Context: an optimization exercise on an open-source flow, tuned for small area. The choices shown serve that exercise and are no tape-out recipe.
The RTL was checked by simulation tests, not by an equivalence proof against the original design.
No activity file was given, so power comes from the tool's default toggle rates.

**flow/run.sh**
```bash
#!/bin/bash
# synth_recipe.tcl (not shown) runs the flow's synth.tcl, then flattens the netlist and writes it again
# the make line also repeats each setting of config.mk as NAME=value (left out here)
make -C /OpenROAD-flow-scripts/flow DESIGN_CONFIG=/design/flow/config.mk WORK_HOME=/design/flow/orfs CLKGATE_MAP_FILE= SYNTH_SCRIPT=/design/flow/synth_recipe.tcl finish
```
**flow/config.mk**
```make
export PLATFORM = sky130hd
export DESIGN_NAME = MIPS_core
export DESIGN_NICKNAME = MIPS_core
export VERILOG_FILES = /design/flow/design.v
export SDC_FILE = /design/flow/constraint.sdc
export NUM_CORES = 4
export LEC_CHECK = 0
export CAP_MARGIN = 20
export CORE_MARGIN = 2
export CORE_UTILIZATION = 40
export SLEW_MARGIN = 20
```
**flow/constraint.sdc**
```tcl
create_clock -name core_clock -period 9.5 [get_ports {clk}]
set_input_delay 1.9000 -clock core_clock [delete_from_list [all_inputs] [get_ports {clk}]]
set_output_delay 1.9000 -clock core_clock [all_outputs]
set_load 0.01 [all_outputs]
```
**flow/design.v**
```verilog
package mips_pkg;
parameter ADDRESS_32_W = 32;
parameter DATA_32_W = ADDRESS_32_W;
parameter INSTR_32_W  = 32;
parameter REG_ADDR_W = 5;
parameter INSTR_OPCODE_W = 6;
parameter FUNCT3_W = 3;
parameter FUNCT7_W = 7;
parameter U_IMM_W = 25;
parameter PC_CNT_ADDR_WIDTH = 1024 ;
parameter PC_CNT_ADDR_SIZE = $clog2(PC_CNT_ADDR_WIDTH);
parameter GPIO_BYTE = 8;
parameter CLK_DIV_NAT = 4; 
parameter CLK_DIV = $clog2(CLK_DIV_NAT) ;  
parameter STACK_UPPER   = 32'h7fffeffc;
parameter TEXT_LOWER    = 32'h00400000;
parameter DATA_LOWER    = 32'h10010000;
parameter MMIO_LOWER    = 32'hffff0000;
typedef logic [REG_ADDR_W - 1:0] t_register_addr; 
typedef logic [ADDRESS_32_W - 1:0] t_pc_addr;
typedef struct packed {
    logic [6:0] funct7;
    logic [2:0] funct3;
    logic [6:0] opcode;
} t_current_operation;
parameter INST_OPCODE_MSB       = 6;
parameter INST_RD_LSB           = INST_OPCODE_MSB + 1;                   
parameter INST_RD_MSB           = INST_RD_LSB + REG_ADDR_W - 1;          
parameter INST_FUNCT3_LSB       = INST_RD_MSB + 1;                       
parameter INST_FUNCT3_MSB       = INST_FUNCT3_LSB + FUNCT3_W - 1;        
parameter INST_RS1_LSB          = INST_FUNCT3_MSB + 1;                   
parameter INST_RS1_MSB          = INST_RS1_LSB + REG_ADDR_W - 1;         
parameter INST_RS2_LSB          = INST_RS1_MSB + 1;                      
parameter INST_RS2_MSB          = INST_RS2_LSB + REG_ADDR_W - 1;         
parameter INST_FUNCT7_LSB       = INST_RS2_MSB + 1;                      
parameter INST_FUNCT7_MSB       = INST_FUNCT7_LSB + FUNCT7_W - 1;             
typedef enum logic [3:0] {
    ALU_ADD,     
    ALU_SUB,     
    ALU_SLL,     
    ALU_SLT,     
    ALU_ABS,     
    ALU_XOR,     
    ALU_SRL,     
    ALU_SRA,     
    ALU_OR,      
    ALU_AND      
} t_alu_opcode;
	parameter ZERO        = 6'b0;
	parameter ADD 		= 6'b100000;
	parameter AND 		= 6'b100100;
	parameter MULT        = 6'b011000;
	parameter MULTU       = 6'b011001;
	parameter OR          = 6'b100101;
	parameter SLT	        = 6'b101010;
	parameter SUB	        = 6'b100010;
	parameter XOR         = 6'b100110;
	parameter ADDI		= 6'b001000;
	parameter ADDIU		= 6'b001001;
	parameter BEQ 		= 6'b000100;
	parameter LW          = 6'b100011;
	parameter SW          = 6'b101011;
	parameter JUMP		= 6'b000010;
	parameter ABS         = 6'b100001;
typedef enum logic [INSTR_OPCODE_W-1:0] {
    NEM_ZERO        = 6'b0,
    NEM_ADD 		= 6'b100000,
    NEM_AND 		= 6'b100100,
    NEM_MULT        = 6'b011000,
    NEM_MULTU       = 6'b011001,
    NEM_OR          = 6'b100101,
    NEM_SLT	        = 6'b101010,
    NEM_SUB	        = 6'b100010,
    NEM_XOR         = 6'b100110,
    NEM_ADDI		= 6'b001000,
    NEM_ADDIU		= 6'b001001,
    NEM_BEQ 		= 6'b000100,
    NEM_LW          = 6'b100011,
    NEM_SW          = 6'b101011,
    NEM_JUMP		= 6'b000010,
    NEM_ABS         = 6'b100001
} t_instr_pnmen;
typedef enum {
    OP_ADD, 
    OP_SUB, 
    OP_XOR, 
    OP_OR, 
    OP_AND, 
    OP_SLL, 
    OP_SRL, 
    OP_SRA, 
    OP_SLT, 
    OP_SLTU,
    OP_ADDI, 
    OP_XORI, 
    OP_ORI, 
    OP_ANDI, 
    OP_SLLI, 
    OP_SRLI, 
    OP_SRAI, 
    OP_SLTI,
    OP_SLTIU, 
    OP_LB, 
    OP_LH, 
    OP_LW, 
    OP_LBU, 
    OP_LHU, 
    OP_JALR, 
    OP_ECALL, 
    OP_EBREAK,
    OP_SB, 
    OP_SH, 
    OP_SW,
    OP_BEQ, 
    OP_BNE, 
    OP_BLT, 
    OP_BGE, 
    OP_BLTU, 
    OP_BGEU,
    OP_JAL,
    OP_LUI, 
    OP_AUIPC,
    OP_NA
} t_instr_nmemonic;
typedef enum logic[REG_ADDR_W-1:0] { 
    ZZERO    = 5'd0,
    RA      = 5'd1,
    SP      = 5'd2,
    GP      = 5'd3,
    TP      = 5'd4,
    T0      = 5'd5,
    T1      = 5'd6,
    T2      = 5'd7,
    S0      = 5'd8,
    S1      = 5'd9,
    A0      = 5'd10,
    A1      = 5'd11,
    A2      = 5'd12,
    A3      = 5'd13,
    A4      = 5'd14,
    A5      = 5'd15,
    A6      = 5'd16,
    A7      = 5'd17,
    S2      = 5'd18,
    S3      = 5'd19,
    S4      = 5'd20,
    S5      = 5'd21,
    S6      = 5'd22,
    S7      = 5'd23,
    S8      = 5'd24,
    S9      = 5'd25,
    S10     = 5'd26,
    S11     = 5'd27,
    T3      = 5'd28,
    T4      = 5'd29,
    T5      = 5'd30,
    T6      = 5'd31
} t_instr_register;
parameter DATA_MAPPING_STACK_DIV = 32 / 2;
parameter MEM_MAP_STACK_UPPER_LIMIT = STACK_UPPER;                                      
parameter MEM_MAP_STACK_LOWER_LIMIT = MEM_MAP_STACK_UPPER_LIMIT - DATA_MAPPING_STACK_DIV;        
parameter MEM_MAP_DATA_LOWER_LIMIT = DATA_LOWER;
parameter MEM_MAP_DATA_UPPER_LIMIT = MEM_MAP_DATA_LOWER_LIMIT + DATA_MAPPING_STACK_DIV - 1;     
parameter MEM_MAP_TEXT_LOWER_LIMIT = TEXT_LOWER;
parameter MEM_MAP_TEXT_UPPER_LIMIT = MEM_MAP_TEXT_LOWER_LIMIT + 1024;
parameter MEM_MAP_MMIO_UPPER_LIMIT = MMIO_LOWER + 64;
parameter MEM_MAP_MMIO_LOWER_LIMIT = MMIO_LOWER;
endpackage
module MIPS_core (
	input clk,
	input rst,
	output logic [9:0] imem_addr,
	input  logic [31:0] imem_data,
	output logic wb_valid,
	output logic [4:0] wb_reg,
	output logic [31:0] wb_data,
	output logic st_valid,
	output logic [4:0] st_addr,
	output logic [31:0] st_data);
	logic [7:0] pc;
	logic [31:0][31:0] regs;
	logic [31:0][31:0] mem;
	logic [4:0] tr_idx;
	logic [31:0] tr_data;
	wire [31:0] ins = imem_data;
	wire [5:0] op = ins[31:26];
	wire [5:0] fn = ins[5:0];
	wire [4:0] rs = ins[25:21];
	wire [4:0] rt = ins[20:16];
	wire [4:0] rd = ins[15:11];
	wire rtype  = (op == 6'h00);
	wire f_add  = rtype & (fn == 6'h20);
	wire f_sub  = rtype & (fn == 6'h22);
	wire f_and  = rtype & (fn == 6'h24);
	wire f_or   = rtype & (fn == 6'h25);
	wire f_xor  = rtype & (fn == 6'h26);
	wire f_slt  = rtype & (fn == 6'h2a);
	wire o_addi = (op[5:1] == 5'b00100);
	wire o_abs  = (op == 6'h21);
	wire o_lw   = (op == 6'h23);
	wire o_sw   = (op == 6'h2b);
	wire o_beq  = (op == 6'h04);
	wire o_j    = (op == 6'h02);
	wire r_wr   = f_add | f_sub | f_and | f_or | f_xor | f_slt;
	wire we     = r_wr | o_addi | o_abs | o_lw;
	wire [4:0] widx = rtype ? rd : rt;
	wire [31:0] dec_rs = 32'b1 << rs;
	wire [31:0] dec_rt = 32'b1 << rt;
	logic [31:0] a, b;
	always_comb begin
		a = '0;
		b = '0;
		for (int k = 0; k < 32; k++) begin
			a = a | ({32{dec_rs[k]}} & regs[k]);
			b = b | ({32{dec_rt[k]}} & regs[k]);
		end
	end
	wire [6:0] maddr_full = a[6:0] + ins[6:0];
	wire [4:0] maddr = maddr_full[6:2];
	wire [31:0] dec_m = 32'b1 << maddr;
	logic [31:0] mrd;
	always_comb begin
		mrd = '0;
		for (int k = 0; k < 32; k++)
			mrd = mrd | ({32{dec_m[k]}} & mem[k]);
	end
	wire sub = f_sub | f_slt;
	wire [31:0] se = {{16{ins[15]}}, ins[15:0]};
	wire [31:0] bop = (o_addi | o_lw | o_sw) ? se : (o_abs ? {32{a[31]}} : b);
	wire [32:0] sum_c = {a, 1'b1} + {bop ^ {32{sub}}, sub};
	wire [31:0] sum = sum_c[32:1];
	wire lt = (a[31] ^ b[31]) ? a[31] : sum[31];
	wire eq = (a == b);
	wire nr = ~rst;
	wire s_sum  = nr & (f_add | f_sub | o_addi | (o_abs & ~a[31]));
	wire s_nsum = nr & o_abs & a[31];
	wire s_y    = nr & (f_and | f_or);
	wire s_x    = nr & (f_xor | f_or);
	wire s_slt  = nr & f_slt;
	wire s_lw   = nr & o_lw;
	wire s_sw   = nr & o_sw;
	wire [31:0] wbus = ({32{s_sum}} & sum) | ({32{s_nsum}} & ~sum)
	                 | ({32{s_y}} & (a & b)) | ({32{s_x}} & (a ^ b))
	                 | {31'b0, s_slt & lt}
	                 | ({32{s_lw}} & mrd) | ({32{s_sw}} & b);
	wire [31:0] dec_w = 32'b1 << widx;
	genvar k;
	generate
		for (k = 0; k < 32; k++) begin : g_words
			always_ff @(posedge clk)
				if (rst | (we & dec_w[k])) regs[k] <= wbus;
			always_ff @(posedge clk)
				if (rst | (o_sw & dec_m[k])) mem[k] <= wbus;
		end
	endgenerate
	wire [7:0] pc1 = pc + 8'd1;
	wire [7:0] pcb = pc1 + ins[7:0];
	always_ff @(posedge clk)
		if (rst) pc <= '0;
		else if (o_j) pc <= ins[7:0];
		else if (o_beq & eq) pc <= pcb;
		else pc <= pc1;
	assign imem_addr = {pc, 2'b00};
	always_ff @(posedge clk) begin
		wb_valid <= nr & we;
		st_valid <= nr & o_sw;
		tr_idx   <= rst ? 5'd0 : (o_sw ? maddr : widx);
		tr_data  <= wbus;
	end
	assign wb_reg  = tr_idx;
	assign st_addr = tr_idx;
	assign wb_data = tr_data;
	assign st_data = tr_data;
endmodule
```
==> flow_metrics.tcl, run 1 <==
set metrics [dict create \
    antenna_found_initial 18 \
    seq_area_frac_synth_pct 71.33 \
    fillers 18580 \
    crit_path_cell_trace "clkdlybuf4s50_1 -> buf_4 -> or3b_2 -> nor2_4 -> a221oi_1 -> nand4_1 -> or4_1 -> ha_1 -> nand2_1 -> nor2_1 -> a21boi_2 -> o21a_1 -> nor2_4 -> buf_4 -> buf_4 -> mux2_2 -> a222oi_1 -> o21ai_0 -> nor4_1 -> o211ai_1 -> buf_4" \
    clock_skew_ns 0.1368 \
    synth_commonest_cells "2,048 x edfxtp_1, 1,039 x a22oi_1, 552 x nand2_1" \
    core_area_sq_um 217400 \
    synth_cells 5977 \
    clk_latency_ns 0.95 \
    dieArea_sq_um 222600 \
    avgRoutedWirePerCell_microns 44.50 \
    p_leak_nw 36.76 \
    cts_sinks 2095 \
    hp-start "pc[0]$_SDFF_PP0_" \
    grt_use_met3_pct 11.61 \
    synth_most_common_cell "edfxtp_1" \
    grt_remaining_overflow 0 \
    crit_fanout 32 \
    place.gp.congestion 1.025 \
    avgSynthCellArea_sq_um 14.65 \
    synth_area_sq_um 87540 \
    final_cells 9507 \
    max_stage_delay_ns 0.97 \
    syn_to_final_growth_pct 18.88 \
    met1_usage_pct 50.85 \
    yosys_register_bits 2095 \
    slowest_stage "nor4_1" \
    path_buf_inv 5 \
    synth.largest_area_cell "edfxtp_1" \
    drive_above_1_share_pct 17.26 \
    hold_viol 0 \
    drtIter0Drc 15460 \
    wl_microns 423100 \
    multi_input_area_sq_um 24090 \
    floorplan.initialDensity_pct 40.27 \
    fp.dieW_microns 471.8 \
    required_ns 10.09 \
    cellPowerDensity_nw_per_um2 253.0 \
    slew_headroom_pct 16.99 \
    gr-usage-all-layers_pct 36.96 \
    max-cap-violations 0 \
    fin_hold_ws_ns 0.7524 \
    drt-pass1-iter-count 7 \
    end_kind "flop" \
    cts_tree "yes" \
    postRouteAntennaNets 0 \
    start_kind "input pin" \
    setup_viol 0 \
    ctsHoldBuffers 0 \
    cts-root-buf "clkbuf_16" \
    busiest_layer "met2" \
    vdd_drop_max_uv 202.5 \
    fin_util_pct 47.87 \
    dp.cells 9100 \
    cts.clk_slew.worst_paths_ns 0.06 \
    crit_arrival_ns 9.86 \
    yosysTopAreaCellShare_pct 70.26 \
    ys_warn_count 1 \
    criticalPathCategory "input pin to flop" \
    total_power_w 0.02632 \
    yosysUniqueCellTypes 105 \
    hold_path.class "flop to flop" \
    status "finished clean" \
    grt_use_met2_pct 51.41 \
    tightest_slew_ns 1.241 \
    num_vias 68830 \
    die_h_microns 471.8 \
    grt_pass1_vias 63840 \
    whs_endpoint "pc[0]$_SDFF_PP0_" \
    synthArstFlopShare_pct 0 \
    r2r_cells 18 \
    synth_ff_type "edfxtp_1" \
    tns_ns 0 \
    htreeDepth 4 \
    synth_edf_count 2048 \
    fmax_ghz 0.1078 \
    drv_slew 0 \
    fin_crit_ns 9.274 \
    post_cts_resized 0 \
    routed_via_density 7.240 \
    cts_buffers 214 \
    drc_errors 0 \
    rsz0062_at_grt "no" \
    ios 120 \
    timing.rr.end "regs[504]$_DFFE_PP_" \
    clk_path_buf_depth 3 \
    nets 6573 \
    period_share_pct 97.63 \
    r2r_slack_ns 2.46 \
    hold_depth 3 \
    rows 171 \
    crit_family "simple AND/OR/NAND/NOR gates" \
    grt_max_degree 66 \
    cp_common_cell "buf_4" \
    synth_area_leaders "edfxtp_1 70%, a22oi_1 8.9%, nand2_1 2.4%" \
    r2r_start "regs[641]$_DFFE_PP_" \
    io_buffers 117 \
    cts_setup_buffers 0 \
    hpwl_microns 267200 \
    ff_latch_area_sq_um 62440 \
    grt_first_pass_wirelength_microns 561900 \
]
[logic make-up (layout without fill, tap and decap cells)]
family,after synthesis,count (layout),synth area share (%)
DFF,2095,2095,71.33
AOI/OAI and AO/OA,1851,1851,16.19
and+or+nand+nor,1338,1338,7.443
buffers and inverters,474,1143,2.398
xor gates and xnor gates,79,79,0.7990
adders and majority gates,77,77,1.109
muxes,62,62,0.7261
other,1,8,0.004284
[tightest hold or removal path: stages (launching register included)]
cell and delay [ns]:
dfxtp_1 0.43, nor2_1 0.07, a21oi_1 0.12, a211oi_1 0.08
[cell usage in the layout, fill, tap and decap left out, types with 44 or more instances in the layout]
| cell type | Yosys | layout |
|---|---|---|
| a21oi_1 | 129 | 127 |
| a221oi_1 | 106 | 106 |
| a222oi_1 | 140 | 140 |
| a22o_1 | 59 | 59 |
| a22oi_1 | 1039 | 1037 |
| buf_12 | 0 | 87 |
| buf_4 | 46 | 505 |
| clkbuf_1 | 264 | 44 |
| clkbuf_16 | 0 | 214 |
| clkdlybuf4s50_1 | 0 | 116 |
| clkinv_1 | 0 | 49 |
| dfxtp_1 | 47 | 47 |
| edfxtp_1 | 2048 | 2048 |
| ha_1 | 76 | 76 |
| mux2i_1 | 50 | 50 |
| nand2_1 | 552 | 493 |
| nand2_2 | 1 | 60 |
| nand3_1 | 88 | 84 |
| nand4_1 | 163 | 163 |
| nor2_1 | 207 | 144 |
| nor2_4 | 1 | 63 |
| nor3_1 | 79 | 73 |
| o21ai_0 | 92 | 88 |
| xnor2_1 | 59 | 59 |
[how the worst max path moves through the flow]
stage,startpoint,end,cells past startpoint
final,imem_data[21],regs[504]$_DFFE_PP_,21
after global routing,imem_data[21],regs[472]$_DFFE_PP_,22
after CTS,imem_data[21],regs[504]$_DFFE_PP_,20
after detailed placement,imem_data[21],mem[696]$_DFFE_PP_,20
after global placement,imem_data[21],mem[696]$_DFFE_PP_,20
after floorplan,imem_data[20],mem[1021]$_DFFE_PP_,28
[power breakdown]
part	internal [W]	total [W]	switching [W]
clock	0.00477	0.00855	0.00379
sequential	0.0119	0.0125	0.000592
combinational	0.00154	0.00528	0.00374
[metal layers]
metal  vias up  share of wire, %
met3      1525                15
met2      6899                41
met4        20               7.2
met5         -             0.031
li1      25720                 -
met1     34670                37
[final cells by class]
cell class | instances | area share, %
clock buffer | 264 | 5.384
sequential | 2095 | 60.00
inverter | 33 | 0.1202
antenna | 6 | 0.01443
tap | 2854 | 3.432
timing repair buffer | 709 | 6.438
clock inverter | 137 | 1.455
multi-input combinational | 3409 | 23.15
[state kept, by name, indices dropped and copies added, names as in the netlist]
name / count
mem: 1024
pc: 8
regs: 1024
st_valid: 1
tr_data: 32
tr_idx: 5
wb_valid: 1
[metrics by stage]
step / worst slack [ns] / area (sq um)
after floorplan: 0.4326 / 87540
after global placement: -0.2327 / 96920
after detailed placement: -0.3358 / 96930
after CTS: 0.5766 / 104000
after global routing: 0.1746 / 104000
final: 0.2256 / 104100
==> inputs of run 2 (changes only) <==
--- a/flow/design.v
+++ b/flow/design.v
@@ -206,13 +206,12 @@
 	wire [4:0] widx = rtype ? rd : rt;
+	wire [31:0] dec_tr = 32'b1 << tr_idx;
+	wire [31:0] pend_r = {32{wb_valid}} & dec_tr;
+	wire [31:0] pend_m = {32{st_valid}} & dec_tr;
 	wire [31:0] dec_rs = 32'b1 << rs;
 	wire [31:0] dec_rt = 32'b1 << rt;
+	wire byp_a = wb_valid & (tr_idx == rs);
+	wire byp_b = wb_valid & (tr_idx == rt);
 	logic [31:0] a, b;
-	always_comb begin
-		a = '0;
-		b = '0;
-		for (int k = 0; k < 32; k++) begin
-			a = a | ({32{dec_rs[k]}} & regs[k]);
-			b = b | ({32{dec_rt[k]}} & regs[k]);
-		end
-	end
+	rd_port rd_a (.sel({byp_a, dec_rs & ~pend_r}), .words({tr_data, regs}), .y(a));
+	rd_port rd_b (.sel({byp_b, dec_rt & ~pend_r}), .words({tr_data, regs}), .y(b));
 	wire [6:0] maddr_full = a[6:0] + ins[6:0];
@@ -220,8 +219,5 @@
 	wire [31:0] dec_m = 32'b1 << maddr;
+	wire byp_m = st_valid & (tr_idx == maddr);
 	logic [31:0] mrd;
-	always_comb begin
-		mrd = '0;
-		for (int k = 0; k < 32; k++)
-			mrd = mrd | ({32{dec_m[k]}} & mem[k]);
-	end
+	rd_port rd_m (.sel({byp_m, dec_m & ~pend_m}), .words({tr_data, mem}), .y(mrd));
 	wire sub = f_sub | f_slt;
@@ -241,7 +237,7 @@
 	wire s_sw   = nr & o_sw;
-	wire [31:0] wbus = ({32{s_sum}} & sum) | ({32{s_nsum}} & ~sum)
-	                 | ({32{s_y}} & (a & b)) | ({32{s_x}} & (a ^ b))
-	                 | {31'b0, s_slt & lt}
-	                 | ({32{s_lw}} & mrd) | ({32{s_sw}} & b);
-	wire [31:0] dec_w = 32'b1 << widx;
+	wire [31:0] res = ({32{s_sum}} & sum) | ({32{s_nsum}} & ~sum)
+	                | ({32{s_y}} & (a & b)) | ({32{s_x}} & (a ^ b))
+	                | {31'b0, s_slt & lt}
+	                | ({32{s_lw}} & mrd) | ({32{s_sw}} & b);
+	wire [31:0] wd = {32{nr}} & tr_data;
 	genvar k;
@@ -250,5 +246,5 @@
 			always_ff @(posedge clk)
-				if (rst | (we & dec_w[k])) regs[k] <= wbus;
+				if (rst | pend_r[k]) regs[k] <= wd;
 			always_ff @(posedge clk)
-				if (rst | (o_sw & dec_m[k])) mem[k] <= wbus;
+				if (rst | pend_m[k]) mem[k] <= wd;
 		end
@@ -267,3 +263,3 @@
 		tr_idx   <= rst ? 5'd0 : (o_sw ? maddr : widx);
-		tr_data  <= wbus;
+		tr_data  <= res;
 	end
@@ -274 +270,35 @@
 endmodule
+module rd_port (
+	input  logic [32:0] sel,
+	input  logic [32:0][31:0] words,
+	output logic [31:0] y);
+	genvar i, j;
+	generate
+		for (i = 0; i < 32; i++) begin : g_bit
+			logic [32:0] d;
+			for (j = 0; j < 33; j++) begin : g_d
+				assign d[j] = words[j][i];
+			end
+			rd_bit u (.s(sel), .d(d), .y(y[i]));
+		end
+	endgenerate
+endmodule
+module rd_bit (
+	input  logic [32:0] s,
+	input  logic [32:0] d,
+	output logic y);
+	logic [10:0] n;
+	genvar i;
+	generate
+		for (i = 0; i < 11; i++) begin : g_aoi
+			aoi222 u (.a0(d[3*i]), .b0(s[3*i]), .a1(d[3*i+1]), .b1(s[3*i+1]),
+			          .a2(d[3*i+2]), .b2(s[3*i+2]), .y(n[i]));
+		end
+	endgenerate
+	assign y = ~(&n[3:0]) | ~(&n[7:4]) | ~(&n[10:8]);
+endmodule
+module aoi222 (
+	input  logic a0, b0, a1, b1, a2, b2,
+	output logic y);
+	assign y = ~((a0 & b0) | (a1 & b1) | (a2 & b2));
+endmodule
--- a/flow/config.mk
+++ b/flow/config.mk
@@ -10,2 +10,7 @@
 export CORE_UTILIZATION = 40
+export CTS_BUF_LIST = sky130_fd_sc_hd__clkbuf_16
+export CTS_CLUSTER_DIAMETER = 80
+export CTS_CLUSTER_SIZE = 30
 export SLEW_MARGIN = 20
+export SYNTH_HIERARCHICAL = 1
+export SYNTH_MINIMUM_KEEP_SIZE = 0
==> run 2 against run 1 <==
Against the previous run:
- still clean on timing, DRC and antenna
- sequential share of layout area up 6.7 points
- register-to-register slack worse by 1.6 ns
- clock skew down 0.086 ns
- combinational power down 49%
- worst hold slack better by 0.026 ns
==> flow_metrics.tcl, run 2 <==
set metrics [dict create \
    pwr-share-seq_pct 57.3 \
    finalWorstSetupSlack_ns 0.8750 \
    synth-compound-area-share_pct 14.97 \
    grt_remaining_overflow 0 \
    tns_ns 0 \
    synth_area_sq_um 83030 \
    htreeDepth 3 \
    setup_viol 0 \
    synth_area_leaders "edfxtp_1 74%, a222oi_1 13%, nand4_1 1.6%" \
    placed_area_sq_um 89650 \
    cts_buffers 106 \
    drive_above_1_share_pct 12.19 \
    synth_ff_type "edfxtp_1" \
    drv_slew 0 \
    nets 5235 \
    place.gp.congestion 1.034 \
    synth_mux_area_share_pct 0.1959 \
    synth_commonest_cells "2,048 x edfxtp_1, 1,080 x a222oi_1, 207 x nand4_1" \
    grt_pass1_vias 53060 \
    yosys_register_bits 2095 \
    num_vias 56880 \
    floorplan.initialDensity_pct 40.18 \
    hold_viol 0 \
    synth_most_common_cell "edfxtp_1" \
    crit_fanout 12 \
    synth.largest_area_cell "edfxtp_1" \
    power_switching_w 0.005521 \
    yosys.area_share.simple_pct 6.709 \
    clk_path_buf_depth 3 \
    cts.clk_slew.worst_paths_ns 0.10 \
    die_h_microns 459.6 \
    core_area_sq_um 206700 \
    routed_via_density 7.144 \
    cts-root-buf "clkbuf_16" \
    hold_path.class "flop to flop" \
    crit_start "tr_idx[3]$_SDFF_PP0_" \
    synth_fa_ha_area_share_pct 1.200 \
    syn_to_final_growth_pct 12.68 \
    grt_max_degree 93 \
    mostFrequentLayoutCells "2,048 x edfxtp_1, 1,080 x a222oi_1, 229 x buf_4" \
    p_leak_nw 31.39 \
    max-cap-violations 0 \
    cellPowerDensity_nw_per_um2 207.1 \
    wl_microns 304400 \
    hpwl_microns 194300 \
    dieArea_sq_um 211200 \
    yosysUniqueCellTypes 75 \
    criticalPathCategory "flop to flop" \
    avgRoutedWirePerCell_microns 38.24 \
    fillers 17570 \
    fin_area_sq_um 93550 \
    end_kind "flop" \
    vdd_drop_max_uv 150.8 \
    clock_skew_ns 0.05054 \
    internal-power_w 0.01385 \
    required_ns 10.18 \
    drc_errors 0 \
    fp.dieW_microns 459.6 \
    io_buffers 117 \
    fmax_ghz 0.1159 \
    ys_warn_count 7 \
    synthArstFlopShare_pct 0 \
    clockPowerShare_pct 28.8 \
    cts_tree "yes" \
    crit_arrival_ns 9.31 \
    ctsHoldBuffers 0 \
    rsz0062_at_grt "no" \
    seq_area_frac_synth_pct 75.21 \
    antenna_found_initial 42 \
    switching_share_pct 28.49 \
    drtIter0Drc 13460 \
    synth_xor_area_share_pct 0.8967 \
    status "finished clean" \
    tightest_slew_ns 1.198 \
    hp-start "pc[6]$_SDFF_PP0_" \
    rows 167 \
    synth_cells 4779 \
    yosysTopAreaCellShare_pct 74.07 \
    pwr-share-comb_pct 13.9 \
    post_cts_resized 0 \
    postRouteAntennaNets 0 \
    drt-pass1-iter-count 13 \
    synth_edf_count 2048 \
    clk_latency_ns 0.81 \
    slew_headroom_pct 19.68 \
    dp_slack_ns 0.5129 \
    reg.largest.list "mem x1024, regs x1024, tr_data x32" \
    grt_first_pass_wirelength_microns 418300 \
    fin_crit_ns 8.625 \
    fin_hold_ws_ns 0.7782 \
    gr-usage-all-layers_pct 27.83 \
    avgSynthCellArea_sq_um 17.37 \
    period_share_pct 90.79 \
    layout_commonest_cell "edfxtp_1" \
    start_kind "flop" \
    cts_sinks 2095 \
    cts_setup_buffers 0 \
    ios 120 \
    r2r_start "tr_idx[3]$_SDFF_PP0_" \
    synth_top_family_by_area "compound AO/OA/AOI/OAI gates" \
]
run 2: cells by family after synthesis:
logic type / after synthesis
buffers and inverters: 142
AOI/OAI and AO/OA: 1328
xor gates and xnor gates: 85
muxes: 16
other: 1
adders and majority gates: 79
and+or+nand+nor: 1033
DFF: 2095
run 2: stage by stage:
| stage | power, W | std cells | utilization, % |
|---|---|---|---|
| 3_3_place_gp | 0.01387 | 7716 | 43.37 |
| 5_1_grt | 0.01983 | 7950 | 45.26 |
| 2_1_floorplan | 0.01248 | 4780 | - |
| 3_5_place_dp | 0.01391 | 7717 | 43.38 |
| 4_1_cts | 0.01932 | 7903 | 45.19 |
| 6_report | 0.01937 | 7961 | 45.27 |
run 2: routing by layer:
metal | routed length, microns | track usage [%]
met3 | 36310 | 5.530
met4 | 19300 | 15.56
met5 | 85 | 0
met1 | 109400 | 36.88
met2 | 139300 | 42.97
run 2: area by class of cell:
cell class                      count  area (sq um)  share of cell area (%)
Antenna cell                       57         142.6                  0.1525
Clock buffer                      107          2678                   2.862
Clock inverter                     79          1050                   1.122
Inverter                           20         75.07                 0.08024
Multi-Input combinational cell   2543         20690                   22.12
Sequential cell                  2095         62440                   66.74
Tap cell                         2704          3383                   3.616
Timing Repair Buffer              356          3092                   3.305
run 2: worst max-delay path: stages, from the launching register on:
cell,delay (ns)
dfxtp_1,1.05
nor2b_1,0.36
nand3_1,0.47
nor2_1,0.47
nor3_2,0.15
a222oi_1,0.46
nand4_1,0.24
or3_1,0.56
ha_1,0.35
a31oi_1,0.29
nor2b_1,0.10
o21a_1,0.23
o21a_1,0.20
nor3_1,0.25
nor2_1,0.17
and2_1,0.20
nand2_1,0.23
nor3_2,0.18
buf_4,0.23
a222oi_1,0.43
nand4_1,0.42
or3_1,0.52
a222oi_1,0.49
nand4_1,0.16
a21oi_1,0.20
nor2_1,0.06
run 2: per-module statistics from Yosys (local to each module, per instance), excerpt:
module	flops+latches	cells	cell area, sq um
rd_bit	0	4	23.77
aoi222	0	1	10.01
MIPS_core	2095	3339	70170
run 2: final timing paths:
kind	end	cells past startpoint	slack [ns]
min reg2reg	pc[6]$_SDFF_PP0_	3	0.78
max reg2reg	tr_data[30]$_DFF_P_	25	0.88
min	pc[6]$_SDFF_PP0_	3	0.78
max	tr_data[30]$_DFF_P_	25	0.88
run 2: power groups by stage:
stage | Combinational [W] | Sequential [W] | Clock (W)
final | 0.00270 | 0.0111 | 0.00558
after global routing | 0.00278 | 0.0111 | 0.00591
after CTS | 0.00263 | 0.0111 | 0.00561
after detailed placement | 0.00262 | 0.0113 | 0
after global placement | 0.00260 | 0.0113 | 0
after floorplan | 0.00130 | 0.0112 | 0
==> inputs of run 3 (changes only) <==
==> flow/flow/run.sh (new file) <==
#!/bin/bash
# Layout flow: the standard ORFS flow (standard.sh, with the standard
# synthesis) with two changes:
#  - every input and output port is buffered with buf_1 instead of the
#    default delay buffer;
#  - clock tree synthesis without dummy loads (30-sink clusters of at most
#    80 um, clkbuf_16 only, as in config.mk).
# make's full output goes to flow.log; ORFS writes each step's log under
# orfs/logs/.
set -euo pipefail
bash standard.sh \
  "BUFFER_PORTS_ARGS=-buffer_cell sky130_fd_sc_hd__buf_1" \
  "CTS_ARGS=-sink_clustering_enable -repair_clock_nets -sink_clustering_size 30 -sink_clustering_max_diameter 80 -buf_list sky130_fd_sc_hd__clkbuf_16 -dont_use_dummy_load" \
  finish > flow.log 2>&1
==> flow/standard.sh (new file) <==
#!/bin/bash
# synth_recipe.tcl (not shown) runs the flow's synth.tcl, then flattens the netlist and writes it again
# the make line also repeats each setting of config.mk as NAME=value (left out here)
make -C /OpenROAD-flow-scripts/flow DESIGN_CONFIG=/design/flow/config.mk WORK_HOME=/design/flow/orfs CLKGATE_MAP_FILE= SYNTH_SCRIPT=/design/flow/synth_recipe.tcl "${@:-finish}"
removed: flow/run.sh
==> run 3 against run 2 <==
Against the previous run:
- sequential share of layout area grew 1.7 points
- via count shrank 0.73%
- worst hold slack gained 0.0019 ns
- first-iteration DRC count grew 5.5%
- critical path type unchanged
- critical endpoint is now tr_data[31]$_DFF_P_
- largest cell class unchanged
- highest routed layer unchanged
==> flow_metrics.tcl, run 3 <==
set metrics [dict create \
    status "finished clean" \
    fmax_ghz 0.1171 \
    p_leak_nw 30.41 \
    start_kind "flop" \
    vdd_drop_max_uv 151.5 \
    total_power_w 0.01842 \
    ff_latch_area_sq_um 62440 \
    ctsHoldBuffers 0 \
    final_cells 7827 \
    drc_errors 0 \
    hpwl_microns 192100 \
    ios 120 \
    clock_skew_ns 0.1495 \
    fin_crit_ns 8.543 \
    r2r_slack_ns 0.96 \
    dp.cells 7689 \
    hold_path.class "flop to flop" \
    yosysTopAreaCellShare_pct 74.07 \
    drv_slew 0 \
    setup_viol 0 \
    cts_tree "yes" \
    drt-pass1-iter-count 16 \
    max-cap-violations 0 \
    yosys_register_bits 2095 \
    avgRoutedWirePerCell_microns 38.78 \
    layout_commonest_cell "edfxtp_1" \
    seq_area_frac_synth_pct 75.21 \
    period_share_pct 89.92 \
    synth.largest_area_cell "edfxtp_1" \
    synth_fa_ha_area_share_pct 1.200 \
    clk_path_buf_depth 3 \
    grt_first_pass_wirelength_microns 415600 \
    hp-start "mem[999]$_DFFE_PP_" \
    multi_input_area_sq_um 20680 \
    criticalPathCategory "flop to flop" \
    crit_arrival_ns 9.20 \
    rsz0062_at_grt "no" \
    r2r_start "tr_idx[3]$_SDFF_PP0_" \
    grt_pass1_vias 52340 \
    synth_mux_area_share_pct 0.1959 \
    fillers 17860 \
    routed_via_density 7.214 \
    grt_max_degree 65 \
    synth_area_sq_um 83030 \
    cellPowerDensity_nw_per_um2 201.8 \
    tightest_slew_ns 1.175 \
    whs_endpoint "tr_data[7]$_DFF_P_" \
    postRouteAntennaNets 0 \
    hold_viol 0 \
    synth_edf_count 2048 \
    reg.largest.list "mem x1024, regs x1024, tr_data x32" \
    fp.dieW_microns 459.6 \
    drtIter0Drc 14210 \
    synthArstFlopShare_pct 0 \
    syn_to_final_growth_pct 9.960 \
    place.gp.congestion 0.9893 \
    num_vias 56460 \
    fin_hold_ws_ns 0.7801 \
    hold_depth 5 \
    end_kind "flop" \
    synth_area_leaders "edfxtp_1 74%, a222oi_1 13%, nand4_1 1.6%" \
    slew_headroom_pct 21.67 \
    floorplan.initialDensity_pct 40.18 \
    gr-usage-all-layers_pct 27.77 \
    synth_top_family_by_area "compound AO/OA/AOI/OAI gates" \
    io_buffers 117 \
    fin_util_pct 44.18 \
    ys_warn_count 7 \
    drive_above_1_share_pct 10.40 \
    clk_latency_ns 0.82 \
    antenna_found_initial 49 \
    r2r_cells 24 \
    synth_most_common_cell "edfxtp_1" \
    yosysUniqueCellTypes 75 \
    htreeDepth 3 \
    required_ns 10.16 \
    cts.clk_slew.worst_paths_ns 0.08 \
    cts_sinks 2095 \
    synth_cells 4779 \
    synth_xor_area_share_pct 0.8967 \
    mostFrequentLayoutCells "2,048 x edfxtp_1, 1,080 x a222oi_1, 207 x nand4_1" \
    rows 167 \
    wl_microns 303600 \
    avgSynthCellArea_sq_um 17.37 \
    crit_fanout 32 \
    dieArea_sq_um 211200 \
    synth-compound-area-share_pct 14.97 \
    yosys.area_share.simple_pct 6.709 \
    die_h_microns 459.6 \
    nets 5202 \
    cts_buffers 102 \
    cts_setup_buffers 0 \
    core_area_sq_um 206700 \
    synth_ff_type "edfxtp_1" \
    cts-root-buf "clkbuf_16" \
    synth_commonest_cells "2,048 x edfxtp_1, 1,080 x a222oi_1, 207 x nand4_1" \
    timing.rr.end "tr_data[31]$_DFF_P_" \
    grt_remaining_overflow 0 \
    post_cts_resized 0 \
    tns_ns 0 \
]
-- run 3: how the worst max path moves through the flow --
stage,slack (ns),endpoint,startpoint
3_3_place_gp,0.89,tr_data[27]$_DFF_P_,imem_data[22]
3_5_place_dp,0.84,tr_data[31]$_DFF_P_,imem_data[22]
6_report,0.96,tr_data[31]$_DFF_P_,tr_idx[3]$_SDFF_PP0_
5_1_grt,0.69,tr_data[31]$_DFF_P_,tr_idx[0]$_SDFF_PP0_
4_1_cts,1.36,tr_data[31]$_DFF_P_,tr_idx[3]$_SDFF_PP0_
2_1_floorplan,0.0007,tr_data[31]$_DFF_P_,imem_data[23]
-- run 3: area by class of cell --
class | instances | area share, %
Clock buffer | 102 | 2.796
Sequential cell | 2095 | 68.39
Inverter | 20 | 0.08223
Timing Repair Buffer | 327 | 2.267
Multi-Input combinational cell | 2543 | 22.66
Tap cell | 2704 | 3.706
Antenna cell | 36 | 0.09868
-- run 3: report_power, final --
part	switching (W)	internal [W]
Combinational	0.00200	0.000681
Clock	0.00276	0.00191
Sequential	0.000273	0.0108
-- run 3: metrics by stage --
stage                     area, sq um  setup slack [ns]
after floorplan                 83040         0.0006679
after global routing            91270            0.6855
after detailed placement        88640            0.8370
after CTS                       91190             1.364
after global placement          88630            0.8891
final                           91300            0.9575
-- run 3: logic make-up after synthesis --
kind of cell / after synthesis
buffers and inverters: 142
AOI/OAI and AO/OA: 1328
other: 1
muxes: 16
and+or+nand+nor: 1033
xor gates and xnor gates: 85
DFF: 2095
adders and majority gates: 79
-- run 3: Yosys stat by module, one instance, submodules excluded, excerpt --
module     flip-flops and latches  copies in the design
rd_bit                          0                    96
aoi222                          0                  1056
MIPS_core                    2095                     1
-- run 3: layer usage --
layer | share of wire, % | track usage (%) | vias to the layer above
met3 | 13 | 6.289 | 559
met2 | 45 | 41.88 | 4442
li1 | - | - | 22630
met1 | 36 | 37.13 | 28820
met4 | 6.4 | 15.63 | 14
met5 | 0.034 | 0 | -
-- run 3: worst max-delay path, stage by stage, from the launching register on --
cell and delay, ns:
dfxtp_1 1.07, nor2b_1 0.37, nand3_1 0.40, nor2_1 0.50, nor3_2 0.26, buf_4 0.28
a222oi_1 0.42, nand4_1 0.41, or3_1 0.67, ha_1 0.38, o21a_1 0.13, o21a_1 0.20
nor2_1 0.21, xor2_1 0.21, nand2_1 0.33, nor3_2 0.08, buf_4 0.28, a222oi_1 0.51
nand4_1 0.23, or3_1 0.42, a22o_1 0.20, a221oi_1 0.41, nor3b_1 0.24, mux2_1 0.15
nor2_1 0.04
==> inputs of run 4 (changes only) <==
--- a/flow/design.v
+++ b/flow/design.v
@@ -225,4 +225,4 @@
 	wire [31:0] bop = (o_addi | o_lw | o_sw) ? se : (o_abs ? {32{a[31]}} : b);
-	wire [32:0] sum_c = {a, 1'b1} + {bop ^ {32{sub}}, sub};
-	wire [31:0] sum = sum_c[32:1];
+	wire [31:0] sum;
+	add32 u_add (.a(a), .b(bop ^ {32{sub}}), .ci(sub), .s(sum));
 	wire lt = (a[31] ^ b[31]) ? a[31] : sum[31];
@@ -304 +304,27 @@
 endmodule
+module add32 (
+	input  logic [31:0] a,
+	input  logic [31:0] b,
+	input  logic ci,
+	output logic [31:0] s);
+	wire [31:0] p = a ^ b;
+	wire [31:0] g = a & b;
+	wire [8:0] bc;
+	wire [31:0] c;
+	assign bc[0] = ci;
+	genvar k;
+	generate
+		for (k = 0; k < 8; k++) begin : g_blk
+			wire [3:0] pp = p[4*k+3:4*k];
+			wire [3:0] gg = g[4*k+3:4*k];
+			wire bg = gg[3] | (pp[3] & (gg[2] | (pp[2] & (gg[1] | (pp[1] & gg[0])))));
+			wire bp = &pp;
+			assign bc[k+1] = bg | (bp & bc[k]);
+			assign c[4*k]   = bc[k];
+			assign c[4*k+1] = gg[0] | (pp[0] & bc[k]);
+			assign c[4*k+2] = gg[1] | (pp[1] & c[4*k+1]);
+			assign c[4*k+3] = gg[2] | (pp[2] & c[4*k+2]);
+		end
+	endgenerate
+	assign s = p ^ c;
+endmodule
--- a/flow/config.mk
+++ b/flow/config.mk
@@ -9,3 +9,3 @@
 export CORE_MARGIN = 2
-export CORE_UTILIZATION = 40
+export CORE_UTILIZATION = 55
 export CTS_BUF_LIST = sky130_fd_sc_hd__clkbuf_16
==> run 4 against run 3 <==
Against the previous run:
- still clean on timing, DRC and antenna
- worst hold slack improved by 0.015 ns
- sequential cell count did not move
- final cell count fell by 10%
- worst setup slack got worse by 0.13 ns
- combinational power fell by about 10%
- design area fell by 0.86%
- power fell by 3.6%
- clock power barely moved
- sequential power fell by 4%
- via count fell by 0.29%
- largest cell class unchanged
- largest power group unchanged
==> flow_metrics.tcl, run 4 <==
set metrics [dict create \
    crit_arrival_ns 9.33 \
    grt_remaining_overflow 0 \
    wl_microns 309200 \
    tightest_slew_ns 1.194 \
    cts_buffers 101 \
    synth_area_leaders "edfxtp_1 74%, a222oi_1 13%, nand4_1 1.5%" \
    ios 120 \
    post_cts_resized 0 \
    hpwl_microns 185500 \
    drtIter0Drc 14310 \
    floorplan.initialDensity_pct 55.35 \
    drv_slew 0 \
    synth-compound-area-share_pct 14.85 \
    fin_util_pct 60.50 \
    total_power_w 0.01777 \
    routed_via_density 8.001 \
    reg.largest.list "mem x1024, regs x1024, tr_data x32" \
    hold_path.class "flop to flop" \
    postRouteAntennaNets 0 \
    cellPowerDensity_nw_per_um2 196.3 \
    setup_viol 0 \
    grt_max_degree 73 \
    whs_endpoint "pc[6]$_SDFF_PP0_" \
    period_share_pct 91.31 \
    cts.clk_slew.worst_paths_ns 0.08 \
    synth_edf_count 2048 \
    grt_pass1_vias 52770 \
    fp.dieW_microns 392.0 \
    finalWorstSetupSlack_ns 0.8260 \
    clk_path_buf_depth 3 \
    hold_viol 0 \
    synth_commonest_cells "2,048 x edfxtp_1, 1,088 x a222oi_1, 203 x nand4_1" \
    cts-root-buf "clkbuf_16" \
    synth_top_family_by_area "compound AO/OA/AOI/OAI gates" \
    synthArstFlopShare_pct 0 \
    slowest_stage "dfxtp_1" \
    rsz0062_at_grt "no" \
    tns_ns 0 \
    num_vias 56300 \
    start_kind "flop" \
    cts_sinks 2095 \
    synth_cells 4618 \
    status "finished clean" \
    timing.rr.end "tr_data[0]$_DFF_P_" \
    mostFrequentLayoutCells "2,048 x edfxtp_1, 1,088 x a222oi_1, 221 x buf_4" \
    place.gp.congestion 0.9949 \
    cts_tree "yes" \
    r2r_start "tr_idx[2]$_SDFF_PP0_" \
    clk_latency_ns 0.79 \
    clock_skew_ns 0.1051 \
    hold_depth 4 \
    ys_warn_count 7 \
    path_buf_inv 1 \
    drt-pass1-iter-count 15 \
    avgSynthCellArea_sq_um 17.93 \
    hp-start "pc[5]$_SDFF_PP0_" \
    gr-usage-all-layers_pct 39.59 \
    dp_slack_ns 0.5173 \
    crit_family "simple AND/OR/NAND/NOR gates" \
    max-cap-violations 0 \
    yosys.area_share.simple_pct 5.946 \
    rows 142 \
    antenna_found_initial 50 \
    r2r_cells 26 \
    nets 5084 \
    synth_xor_area_share_pct 0.9218 \
    syn_to_final_growth_pct 9.313 \
    r2r_slack_ns 0.83 \
    synth_most_common_cell "edfxtp_1" \
    htreeDepth 3 \
    synth_fa_ha_area_share_pct 1.708 \
    p_leak_nw 30.67 \
    crit_fanout 32 \
    dieArea_sq_um 153700 \
    synth_ff_type "edfxtp_1" \
    required_ns 10.15 \
    synth.largest_area_cell "edfxtp_1" \
    slew_headroom_pct 20.40 \
    seq_area_frac_synth_pct 75.41 \
    fmax_ghz 0.1153 \
    drc_errors 0 \
    core_area_sq_um 149600 \
    yosys_register_bits 2095 \
    end_kind "flop" \
    io_buffers 117 \
    vdd_drop_max_uv 153.6 \
    cts_setup_buffers 0 \
    die_h_microns 392.0 \
    max_stage_delay_ns 0.89 \
    yosysTopAreaCellShare_pct 74.28 \
    drive_above_1_share_pct 11.62 \
    avgRoutedWirePerCell_microns 43.94 \
    ctsHoldBuffers 0 \
    grt_first_pass_wirelength_microns 419700 \
    synth_mux_area_share_pct 0.1496 \
    layout_commonest_cell "edfxtp_1" \
    synth_area_sq_um 82800 \
    yosysUniqueCellTypes 71 \
    criticalPathCategory "flop to flop" \
    fin_crit_ns 8.674 \
]
-- run 4: cell types whose count changed after synthesis, moves of 13 or more --
cell	delta
a211o_1	+19
a211o_2	+13
a21oi_1	-51
a22o_1	+26
clkbuf_1	-14
fa_1	+24
inv_1	+29
nand2_1	-96
nand3_1	-28
nor3_1	-21
nor4_1	+20
xnor2_1	-16
-- run 4: how the worst max path moves through the flow --
stage | from | endpoint | slack (ns) | cells past startpoint
after floorplan | imem_data[24] | tr_data[0]$_DFF_P_ | 0.09 | 18
after global placement | imem_data[20] | tr_data[0]$_DFF_P_ | 0.53 | 25
after detailed placement | imem_data[19] | tr_data[0]$_DFF_P_ | 0.52 | 24
after CTS | tr_idx[2]$_SDFF_PP0_ | tr_data[11]$_DFF_P_ | 1.16 | 21
after global routing | tr_idx[2]$_SDFF_PP0_ | tr_data[0]$_DFF_P_ | 0.60 | 26
final | tr_idx[2]$_SDFF_PP0_ | tr_data[0]$_DFF_P_ | 0.83 | 26
-- run 4: metrics by stage --
stage	instance area (sq um)	hold WS, ns	std cells
after global placement	87690	0.7776	6861
after global routing	90470	0.8360	7020
after CTS	90260	0.7853	6963
after detailed placement	87730	0.7777	6862
final	90510	0.7951	7036
after floorplan	82800	0.6806	4619
-- run 4: power by group --
| part | switching, W | internal, W |
|---|---|---|
| clock | 0.00275 | 0.00189 |
| sequential | 0.000192 | 0.0105 |
| combinational | 0.00180 | 0.000597 |
-- run 4: per-layer routing --
metal	up-vias	track usage (%)	part of all wire (%)
met5	-	0	0.088
met4	22	22.04	6.4
met3	637	11.76	15
met2	4813	57.61	43
met1	28670	53.57	36
li1	22160	-	-
-- run 4: kinds of logic after synthesis --
family	count (synthesis)
xor gates and xnor gates	79
other	1
AOI/OAI and AO/OA	1279
and+or+nand+nor	885
buffers and inverters	169
muxes	12
adders and majority gates	98
DFF	2095
-- run 4: worst reg2reg max path: stages, from the launching register on --
cell	delay, ns
dfxtp_1	0.89
nor2b_1	0.57
nand3_1	0.26
nor2_1	0.50
nor3_2	0.12
buf_4	0.32
a222oi_1	0.47
nand4_1	0.29
or3_1	0.60
a21oi_1	0.20
o21ai_0	0.12
xnor2_1	0.29
ha_1	0.32
a211o_1	0.32
a21oi_1	0.21
a211oi_2	0.17
nor4_4	0.41
o21ai_1	0.14
fa_1	0.39
fa_1	0.39
fa_1	0.42
xnor2_1	0.30
mux2_2	0.21
a31oi_1	0.07
or2_2	0.29
a21oi_1	0.17
a221o_1	0.14
-- run 4: Yosys stat by module, one instance, submodules excluded, excerpt --
module     cells  flops+latches  copies in the design  cell area, sq um
MIPS_core   3064           2095                     1             68710
add32        114              0                     1              1236
aoi222         1              0                  1056             10.01
rd_bit         4              0                    96             23.77
-- run 4: final cells by class --
| class | count | area (sq um) |
|---|---|---|
| fillers | 11250 | 59090 |
| clock buffers | 101 | 2527 |
| multi-input cells | 2355 | 20310 |
| diodes | 70 | 175.2 |
| well taps | 2016 | 2522 |
| repair buffers | 350 | 2350 |
| inverters | 49 | 183.9 |
| flip-flops and latches | 2095 | 62440 |
==> inputs of run 5 (changes only) <==
--- a/flow/design.v
+++ b/flow/design.v
@@ -225,6 +225,6 @@
 	wire [31:0] bop = (o_addi | o_lw | o_sw) ? se : (o_abs ? {32{a[31]}} : b);
-	wire [31:0] sum;
-	add32 u_add (.a(a), .b(bop ^ {32{sub}}), .ci(sub), .s(sum));
+	wire [31:0] sum, ap, ag;
+	add32 u_add (.a(a), .b(bop ^ {32{sub}}), .ci(sub), .s(sum), .p(ap), .g(ag));
 	wire lt = (a[31] ^ b[31]) ? a[31] : sum[31];
-	wire eq = (a == b);
+	wire eq = ~|ap;
 	wire nr = ~rst;
@@ -238,3 +238,3 @@
 	wire [31:0] res = ({32{s_sum}} & sum) | ({32{s_nsum}} & ~sum)
-	                | ({32{s_y}} & (a & b)) | ({32{s_x}} & (a ^ b))
+	                | ({32{s_y}} & ag) | ({32{s_x}} & ap)
 	                | {31'b0, s_slt & lt}
@@ -308,5 +308,7 @@
 	input  logic ci,
-	output logic [31:0] s);
-	wire [31:0] p = a ^ b;
-	wire [31:0] g = a & b;
+	output logic [31:0] s,
+	output logic [31:0] p,
+	output logic [31:0] g);
+	assign p = a ^ b;
+	assign g = a & b;
 	wire [8:0] bc;
==> flow/flow/run.sh (replaced) <==
#!/bin/bash
# Layout flow: the standard ORFS flow (standard.sh, with the standard
# synthesis) with two changes:
#  - every input and output port is buffered with buf_1 instead of the
#    default delay buffer;
#  - clock tree synthesis without dummy loads, clkbuf_8 at the root and
#    inner tree levels (30-sink clusters of at most
#    80 um, clkbuf_16 only, as in config.mk).
# make's full output goes to flow.log; ORFS writes each step's log under
# orfs/logs/.
set -euo pipefail
bash standard.sh \
  "BUFFER_PORTS_ARGS=-buffer_cell sky130_fd_sc_hd__buf_1" \
  "CTS_ARGS=-sink_clustering_enable -repair_clock_nets -sink_clustering_size 30 -sink_clustering_max_diameter 80 -buf_list sky130_fd_sc_hd__clkbuf_16 -root_buf sky130_fd_sc_hd__clkbuf_8 -tree_buf sky130_fd_sc_hd__clkbuf_8 -dont_use_dummy_load" \
  finish > flow.log 2>&1
==> run 5 against run 4 <==
Against the previous run:
- highest routed layer unchanged
- global-route usage increased by 0.34 points
- sequential cell count unchanged
- combinational power about the same
- via count down 0.27%
- synthesized cell count is 0.13% lower
- synthesized area about the same
- sequential power about the same
- worst hold slack worse by 0.049 ns
- final cell count is 0.34% lower
- power decreased by 0.24%
- wire length grew 0.32%
- critical path depth shrank 5
==> flow_metrics.tcl, run 5 <==
set metrics [dict create \
    status "finished clean" \
    clockPowerShare_pct 25.9 \
    multi_input_area_sq_um 20210 \
    synth_area_leaders "edfxtp_1 74%, a222oi_1 13%, nand4_1 1.5%" \
    htreeDepth 3 \
    cts_sinks 2095 \
    power_switching_w 0.004732 \
    cellPowerDensity_nw_per_um2 195.9 \
    final_cells 7012 \
    hold_path.class "flop to flop" \
    drc_errors 0 \
    synthArstFlopShare_pct 0 \
    post_cts_resized 0 \
    pwr-share-comb_pct 13.6 \
    crit_fanout 23 \
    cts_setup_buffers 0 \
    drv_slew 0 \
    tightest_slew_ns 1.228 \
    rsz0062_at_grt "no" \
    syn_to_final_growth_pct 9.394 \
    routed_via_density 8.007 \
    fmax_ghz 0.1097 \
    drive_above_1_share_pct 12.39 \
    synth_ff_type "edfxtp_1" \
    dp.cells 6879 \
    period_share_pct 95.92 \
    ff_latch_area_sq_um 62440 \
    ys_warn_count 7 \
    setup_viol 0 \
    place.gp.congestion 1.054 \
    grt_max_degree 82 \
    fin_crit_ns 9.112 \
    clk_latency_ns 0.99 \
    die_h_microns 391.8 \
    hold_viol 0 \
    slowest_stage "nor4_2" \
    pwr-share-seq_pct 60.5 \
    clock_skew_ns 0.1113 \
    dieArea_sq_um 153500 \
    postRouteAntennaNets 0 \
    nets 5077 \
    grt_pass1_vias 52870 \
    cts.clk_slew.worst_paths_ns 0.09 \
    yosysTopAreaCellShare_pct 74.34 \
    fp.dieW_microns 391.8 \
    yosys_register_bits 2095 \
    hpwl_microns 189500 \
    layout_commonest_cell "edfxtp_1" \
    avgSynthCellArea_sq_um 17.94 \
    synth_most_common_cell "edfxtp_1" \
    fillers 11210 \
    mostFrequentLayoutCells "2,048 x edfxtp_1, 1,057 x a222oi_1, 241 x buf_4" \
    seq_area_frac_synth_pct 75.48 \
    num_vias 56150 \
    drtIter0Drc 13800 \
    p_leak_nw 30.39 \
    max_stage_delay_ns 1.08 \
    internal-power_w 0.01299 \
    wl_microns 310200 \
    cts_tree "yes" \
    synth_commonest_cells "2,048 x edfxtp_1, 1,057 x a222oi_1, 202 x nand4_1" \
    rows 142 \
    synth.largest_area_cell "edfxtp_1" \
    ctsHoldBuffers 0 \
    end_kind "flop" \
    cts_buffers 105 \
    crit_family "simple AND/OR/NAND/NOR gates" \
    synth_area_sq_um 82720 \
    clk_path_buf_depth 3 \
    avgRoutedWirePerCell_microns 44.23 \
    finalWorstSetupSlack_ns 0.3880 \
    grt_first_pass_wirelength_microns 422300 \
    synth_cells 4612 \
    io_buffers 117 \
    path_buf_inv 2 \
    gr-usage-all-layers_pct 39.92 \
    reg.largest.list "mem x1024, regs x1024, tr_data x32" \
    criticalPathCategory "flop to flop" \
    floorplan.initialDensity_pct 55.30 \
    max-cap-violations 0 \
    grt_remaining_overflow 0 \
    crit_path_cell_trace "nor2b_1 -> nand3_1 -> nor2_1 -> nor3_2 -> buf_4 -> a222oi_1 -> nand4_1 -> or3_1 -> ha_1 -> nor2_1 -> a211oi_2 -> xor2_1 -> nand2b_1 -> nor4_2 -> buf_4 -> a222oi_1 -> nand3_1 -> or3_1 -> a22oi_1 -> o22a_1 -> o2111ai_2" \
    cts-root-buf "clkbuf_8" \
    antenna_found_initial 45 \
    start_kind "flop" \
    required_ns 10.35 \
    core_area_sq_um 149600 \
    crit_arrival_ns 9.96 \
    tns_ns 0 \
    switching_share_pct 26.70 \
    yosysUniqueCellTypes 76 \
    vdd_drop_max_uv 222.1 \
    fin_util_pct 60.49 \
    drt-pass1-iter-count 17 \
    ios 120 \
    dp_slack_ns 0.5858 \
    slew_headroom_pct 18.14 \
    synth_edf_count 2048 \
]
-- run 5: cell count changes after synthesis, moves of 13 or more --
cell       delta
a22oi_1      +31
a21oi_1      -19
o21ai_0      -21
o22a_1       +31
a222oi_1     -31
a211o_2      -13
o2111ai_2    +30
nor2_1       -29
ha_1         -28
a22o_1       -32
nand2_1      +51
a211o_1      -17
-- run 5: worst paths after layout --
path,cells past startpoint,from,slack (ns),to
max,21,tr_idx[4]$_SDFF_PP0_,0.39,tr_data[13]$_DFF_P_
max reg2reg,21,tr_idx[4]$_SDFF_PP0_,0.39,tr_data[13]$_DFF_P_
min reg2reg,3,pc[6]$_SDFF_PP0_,0.75,pc[6]$_SDFF_PP0_
min,3,pc[6]$_SDFF_PP0_,0.75,pc[6]$_SDFF_PP0_
-- run 5: final cells by class --
type | count | area share [%]
flip-flops and latches | 2095 | 69.00
multi-input cells | 2348 | 22.33
repair buffers | 372 | 2.807
clock buffers | 105 | 2.792
well taps | 2016 | 2.787
inverters | 51 | 0.2171
diodes | 25 | 0.06913
-- run 5: tightest hold or removal path: cells and delay by family (launching register included) --
| family | cells | cell delay, ns |
|---|---|---|
| compound gates | 2 | 0.15 |
| xor+xnor | 1 | 0.18 |
| flops | 1 | 0.39 |
-- run 5: modules after synthesis, one instance, submodules excluded, excerpt --
module	flops+latches	times used
aoi222	0	1056
add32	0	1
rd_bit	0	96
MIPS_core	2095	1
-- run 5: per-stage QoR --
stage	hold WS (ns)	total power, W	area [sq um]
6_report	0.7463	0.01772	90490
5_1_grt	0.8121	0.01811	90470
4_1_cts	0.7394	0.01764	90370
3_5_place_dp	0.7068	0.01323	87850
3_3_place_gp	0.7082	0.01321	87800
2_1_floorplan	0.6806	0.01198	82730
-- run 5: per-layer routing --
metal | vias up | track usage, % | routed length (microns)
li1 | 22090 | - | -
met1 | 28660 | 52.52 | 107500
met2 | 4628 | 58.84 | 135700
met3 | 744 | 12.72 | 45560
met4 | 26 | 22.80 | 21230
met5 | - | 0 | 184
-- run 5: cells by family (layout without fill, tap and decap cells) --
logic type,Yosys count,after routing,synth area share [%]
other,1,27,0.004533
adder cells (fa/ha/maj),71,71,1.298
AO/OA/AOI/OAI,1257,1257,14.84
multiplexers,22,22,0.2692
flip-flops,2095,2095,75.48
XOR/XNOR,77,77,0.8833
buffers and inverters,170,528,1.045
AND/OR/NAND/NOR,919,919,6.179
-- run 5: power by group through the flow --
stage	logic (W)	clock network (W)	registers, W
floorplan	0.00112	0	0.0109
global placement	0.00230	0	0.0109
detailed placement	0.00231	0	0.0109
CTS	0.00232	0.00461	0.0107
global route	0.00245	0.00489	0.0108
finish	0.00241	0.00459	0.0107

## what the ideal ports hide
The flow's constraints put no driver on any port. The routed layouts listed below were extracted and timed again, unchanged, in two steps.
Step 1 (the two cells are an assumption about what drives the block):
set clk [get_ports {clk}]
set_driving_cell -lib_cell sky130_fd_sc_hd__clkbuf_16 $clk
set_driving_cell -lib_cell sky130_fd_sc_hd__buf_2 [delete_from_list [all_inputs] $clk]
Step 2, shift: input delay + t, output delay - t, t = (earliest + latest rising clock arrival at the registers) / 2. This alone moves slack from input paths to output paths.
Three values: ideal ports, drivers, drivers and shift; two values: the first two.
run | t, ns | setup WS [ns] | worst setup path at the end | worst slew at a driven data input, ns | pins driven straight from the clock port
run 1 | 0.977 | 0.226 / 0.301 / -0.676 | input to register | 0.07 | 1
run 2 | 0.873 | 0.875 / 0.875 / 0.144 | input to register | 0.10 | 1
run 3 | 0.842 | 0.957 / 0.957 / 0.488 | input to register | 0.17 | 1
run 4 | 0.829 | 0.826 / 0.826 / 0.159 | input to register | 0.16 | 1
run 5 | 1.014 | 0.388 / 0.388 / 0.200 | input to register | 0.18 | 1
Met with ideal ports but missed after step 2: setup timing in run 1. For run 1, which loses most, drivers alone change the setup slack by +0.075 ns; drivers and shift together by -0.902 ns.
